This is an optimization exercise on Yosys and OpenROAD, whose aim is small area and a short achievable clock period, not a production implementation.
Where RTL was checked, it was by simulation tests only, not by an equivalence proof against the original.

==> run F <==
## ParallelFIR
module ParallelFIR(input wire clk,
                   input wire signed [7:0] x,
                   output reg signed [17:0] y);
==> flow/config.mk <==
export PLATFORM = sky130hd
export DESIGN_NAME = ParallelFIR
export DESIGN_NICKNAME = ParallelFIR
export VERILOG_FILES = /design/flow/design.v
export SDC_FILE = /design/flow/constraint.sdc
export NUM_CORES = 4
export LEC_CHECK = 0
export CAP_MARGIN = 20
export CORE_MARGIN = 2
export CORE_UTILIZATION = 50
export SLEW_MARGIN = 20
export SYNTH_HIERARCHICAL = 1
export SYNTH_MINIMUM_KEEP_SIZE = 0
==> flow/constraint.sdc <==
create_clock -name core_clock -period 11.0 [get_ports {clk}]
set_input_delay 2.2000 -clock core_clock [delete_from_list [all_inputs] [get_ports {clk}]]
set_output_delay 2.2000 -clock core_clock [all_outputs]
set_load 0.01 [all_outputs]
standard.sh (not shown) runs the stock make flow with config.mk's settings and CLKGATE_MAP_FILE= SYNTH_SCRIPT=/design/flow/synth_recipe.tcl, a recipe that flattens the netlist after the stock synthesis.
==> flow/flow/run.sh <==
#!/bin/bash
# The standard layout, with repair_timing asked to keep extra setup margin
# (the SDC and its clock period are unchanged) so that it sizes the design for
# a shorter achieved period, and a smaller clock tree without dummy loads.
# Each tool's output is in the ORFS logs; make's output is in standard.log.
set -e
export SETUP_SLACK_MARGIN=7.7
export CTS_ARGS="-sink_clustering_enable -repair_clock_nets -dont_use_dummy_load -buf_list sky130_fd_sc_hd__clkbuf_16 -sink_clustering_size 30 -sink_clustering_max_diameter 200"
bash standard.sh > standard.log 2>&1
==> run C (differences from run F) <==
--- a/flow/design.v
+++ b/flow/design.v
@@ -5,20 +5,20 @@
   reg [7:0] x1, x2, x3, x4, x5, x6, x7, x8, x9, x10, x11, x12, x13, x14, x15, x16, x17;
   reg p4_0_0, p4_1_0, p4_1_1, p4_2_0, p4_2_1, p4_3_0, p4_3_1, p4_4_0, p4_4_1, p4_5_0, p4_5_1, p4_6_0, p4_6_1, p4_7_0, p4_7_1, p4_8_0, p4_8_1, p4_9_0, p4_9_1, p4_10_0, p4_10_1, p4_11_0, p4_11_1, p4_12_0, p4_12_1, p4_13_0, p3_0_0, p3_0_1, p3_1_0, p3_1_1, p3_2_0, p3_2_1, p3_3_0, p3_3_1, p3_4_0, p3_4_1, p3_5_0, p3_5_1, p3_6_0, p3_6_1, p3_7_0, p3_7_1, p3_8_0, p3_8_1, p3_9_0, p3_9_1, p3_10_0, p3_10_1, p3_11_0, p3_11_1, p3_12_0, p3_12_1, p3_13_0, p3_13_1, p3_14_0, p3_14_1, p3_15_0, p3_15_1, p2_0_0, p2_0_1, p2_1_0, p2_1_1, p2_2_0, p2_2_1, p2_3_0, p2_3_1, p2_4_0, p2_4_1, p2_5_0, p2_5_1, p2_6_0, p2_6_1, p2_7_0, p2_7_1, p2_8_0, p2_8_1, p2_9_0, p2_9_1, p2_10_0, p2_10_1, p2_11_0, p2_11_1, p2_12_0, p2_12_1, p2_13_0, p2_13_1, p2_14_0, p2_14_1, p2_15_0, p2_15_1, p2_16_0, p2_16_1, p1_0_0, p1_0_1, p1_1_0, p1_1_1, p1_2_0, p1_2_1, p1_3_0, p1_3_1, p1_4_0, p1_4_1, p1_5_0, p1_5_1, p1_6_0, p1_6_1, p1_7_0, p1_7_1, p1_8_0, p1_8_1, p1_9_0, p1_9_1, p1_10_0, p1_10_1, p1_11_0, p1_11_1, p1_12_0, p1_12_1, p1_13_0, p1_13_1, p1_14_0, p1_14_1, p1_15_0, p1_15_1, p1_16_0, p1_16_1, p1_17_0;
   wire [7:0] xo = {~x[7], x[6:0]};
   wire s1 = 1'b1 ^ x12[1];
   wire c1 = 1'b1 & x12[1];
-  wire s2 = 1'b1 ^ x12[2] ^ x15[7];
-  wire c2 = (1'b1 & x12[2]) | (1'b1 & x15[7]) | (x12[2] & x15[7]);
-  wire s3 = 1'b1 ^ x15[3] ^ x16[2];
-  wire c3 = (1'b1 & x15[3]) | (1'b1 & x16[2]) | (x15[3] & x16[2]);
+  wire s2, c2;
+  FullAdd u2 (.a(1'b1), .b(x12[2]), .c(x15[7]), .s(s2), .co(c2));
+  wire s3, c3;
+  FullAdd u3 (.a(1'b1), .b(x15[3]), .c(x16[2]), .s(s3), .co(c3));
   wire n4 = ~x12[2];
   wire n5 = ~x12[0];
   wire s6 = n4 ^ n5;
   wire c6 = n4 & n5;
-  wire s7 = 1'b1 ^ x15[4] ^ x16[3];
-  wire c7 = (1'b1 & x15[4]) | (1'b1 & x16[3]) | (x15[4] & x16[3]);
+  wire s7, c7;
+  FullAdd u7 (.a(1'b1), .b(x15[4]), .c(x16[3]), .s(s7), .co(c7));
   wire s8, c8;
   FullAdd u8 (.a(x12[3]), .b(x12[1]), .c(x13[1]), .s(s8), .co(c8));
   wire n9 = ~x14[3];
   wire n10 = ~x14[1];
   wire s11 = n9 ^ n10;
@@ -50,12 +50,12 @@
   wire n24 = ~x12[6];
   wire s25 = n24 ^ x12[4];
   wire c25 = n24 & x12[4];
   wire s26 = x15[1] ^ x16[0];
   wire c26 = x15[1] & x16[0];
-  wire s27 = 1'b1 ^ x15[2] ^ x16[1];
-  wire c27 = (1'b1 & x15[2]) | (1'b1 & x16[1]) | (x15[2] & x16[1]);
+  wire s27, c27;
+  FullAdd u27 (.a(1'b1), .b(x15[2]), .c(x16[1]), .s(s27), .co(c27));
   wire n28 = ~x12[1];
   wire s29 = n28 ^ n10;
   wire c29 = n28 & n10;
   wire s30, c30;
   FullAdd u30 (.a(x13[0]), .b(x14[2]), .c(x14[0]), .s(s30), .co(c30));
@@ -91,12 +91,12 @@
   wire n48 = ~c22;
   wire s49, c49;
   FullAdd u49 (.a(s25), .b(n48), .c(c23), .s(s49), .co(c49));
   wire s50, c50;
   FullAdd u50 (.a(x12[7]), .b(x13[7]), .c(x14[7]), .s(s50), .co(c50));
-  wire s51 = 1'b1 ^ x12[5] ^ c25;
-  wire c51 = (1'b1 & x12[5]) | (1'b1 & c25) | (x12[5] & c25);
+  wire s51, c51;
+  FullAdd u51 (.a(1'b1), .b(x12[5]), .c(c25), .s(s51), .co(c51));
   wire n52 = ~x14[0];
   wire s53 = n5 ^ n52;
   wire c53 = n5 & n52;
   wire s54, c54;
   FullAdd u54 (.a(c26), .b(s29), .c(s27), .s(s54), .co(c54));
@@ -121,12 +121,12 @@
   wire s67, c67;
   FullAdd u67 (.a(c44), .b(s47), .c(n66), .s(s67), .co(c67));
   wire n68 = ~s51;
   wire s69, c69;
   FullAdd u69 (.a(s50), .b(n68), .c(c47), .s(s69), .co(c69));
-  wire s70 = 1'b1 ^ x12[6] ^ c51;
-  wire c70 = (1'b1 & x12[6]) | (1'b1 & c51) | (x12[6] & c51);
+  wire s70, c70;
+  FullAdd u70 (.a(1'b1), .b(x12[6]), .c(c51), .s(s70), .co(c70));
   wire s71 = s26 ^ s53;
   wire c71 = s26 & s53;
   wire n72 = ~x17[1];
   wire s73, c73;
   FullAdd u73 (.a(n72), .b(c53), .c(s54), .s(s73), .co(c73));
@@ -155,12 +155,12 @@
   wire s89, c89;
   FullAdd u89 (.a(n88), .b(s69), .c(c67), .s(s89), .co(c89));
   wire n90 = ~s70;
   wire s91, c91;
   FullAdd u91 (.a(c50), .b(n90), .c(c69), .s(s91), .co(c91));
-  wire s92 = 1'b1 ^ x12[7] ^ c70;
-  wire c92 = (1'b1 & x12[7]) | (1'b1 & c70) | (x12[7] & c70);
+  wire s92, c92;
+  FullAdd u92 (.a(1'b1), .b(x12[7]), .c(c70), .s(s92), .co(c92));
   wire s93 = p4_4_0 ^ p4_4_1;
   wire c93 = p4_4_0 & p4_4_1;
   wire s94, c94;
   FullAdd u94 (.a(p4_5_0), .b(p4_5_1), .c(x9[4]), .s(s94), .co(c94));
   wire s95, c95;
@@ -342,12 +342,12 @@
   wire s193, c193;
   FullAdd u193 (.a(s176), .b(c174), .c(n192), .s(s193), .co(c193));
   wire n194 = ~s179;
   wire s195, c195;
   FullAdd u195 (.a(s178), .b(n194), .c(c176), .s(s195), .co(c195));
-  wire s196 = 1'b1 ^ c149 ^ c178;
-  wire c196 = (1'b1 & c149) | (1'b1 & c178) | (c149 & c178);
+  wire s196, c196;
+  FullAdd u196 (.a(1'b1), .b(c149), .c(c178), .s(s196), .co(c196));
   wire s197 = 1'b1 ^ p4_0_0;
   wire c197 = 1'b1 & p4_0_0;
   wire n198 = ~p4_1_1;
   wire s199, c199;
   FullAdd u199 (.a(n198), .b(x11[1]), .c(s180), .s(s199), .co(c199));
==> flow/flow/run.sh (replaced) <==
#!/bin/bash
# The standard layout, with repair_timing asked to keep extra setup margin
# (the SDC and its clock period are unchanged) so that it sizes the design for
# a shorter achieved period, and a clock tree of smaller buffers without dummy
# loads.  Each tool's output is in the ORFS logs; make's output is in standard.log.
set -e
export SETUP_SLACK_MARGIN=7.7
export CTS_ARGS="-sink_clustering_enable -repair_clock_nets -dont_use_dummy_load -buf_list {sky130_fd_sc_hd__clkbuf_4 sky130_fd_sc_hd__clkbuf_8} -sink_clustering_size 25"
bash standard.sh > standard.log 2>&1
==> notes <==
- Run F produced a clean layout. Run C produced a clean layout.
- Worst hold slack: run F is better than run C (11 ps).
- Of run C and run F, run C has the higher global-route usage (gap 0.70 points).
- First-iteration DRC count: run F is lower than run C (about 11%).
- Of run C and run F, run F has the higher critical path depth (gap 10).
- Against run F, the register-to-register slack of run C is higher by 90 ps.
- Utilization: run C is higher than run F (1.1 points).
- Against run C, the area after synthesis of run F is lower by about 0.8%.
- Against run F, the via count of run C is higher by about 4.5%.
- Cell area: run C is higher than run F (2.6%).
- Against run F, the worst setup slack of run C is better by 22 ps.
Only the layout flow was run in run C; the RTL was not checked for function there.

port drivers added, routing unchanged:
No port has a modelled driver above. Below, the same layouts with a new extraction and two added sets of constraints.
Step 1 sets driving cells, clkbuf_16 on the clock port and buf_2 on the other inputs (assumed; they add their load-dependent delay and slew).
Step 2 moves the port delays by t, midway between the first and last clock arrival at a register: inputs arrive t later, outputs are due t later. That takes back most of the time a late clock gives input paths.
Three values: ideal ports, drivers, drivers and shift; two values: the first two.
| run | t, ns | setup slack, ns | worst hold slack (ns) | worst register clock-pin slew, ns | worst data-port slew with drivers (ns) |
|---|---|---|---|---|---|
| run F | 0.502 | 7.726 / 7.706 / 7.726 | 0.338 / 0.338 / 0.338 | 0.12 / 0.12 | 0.03 |
| run C | 0.583 | 7.749 / 7.705 / 7.820 | 0.327 / 0.327 / 0.327 | 0.06 / 0.06 | 0.03 |
After both steps every run listed still meets setup and hold.
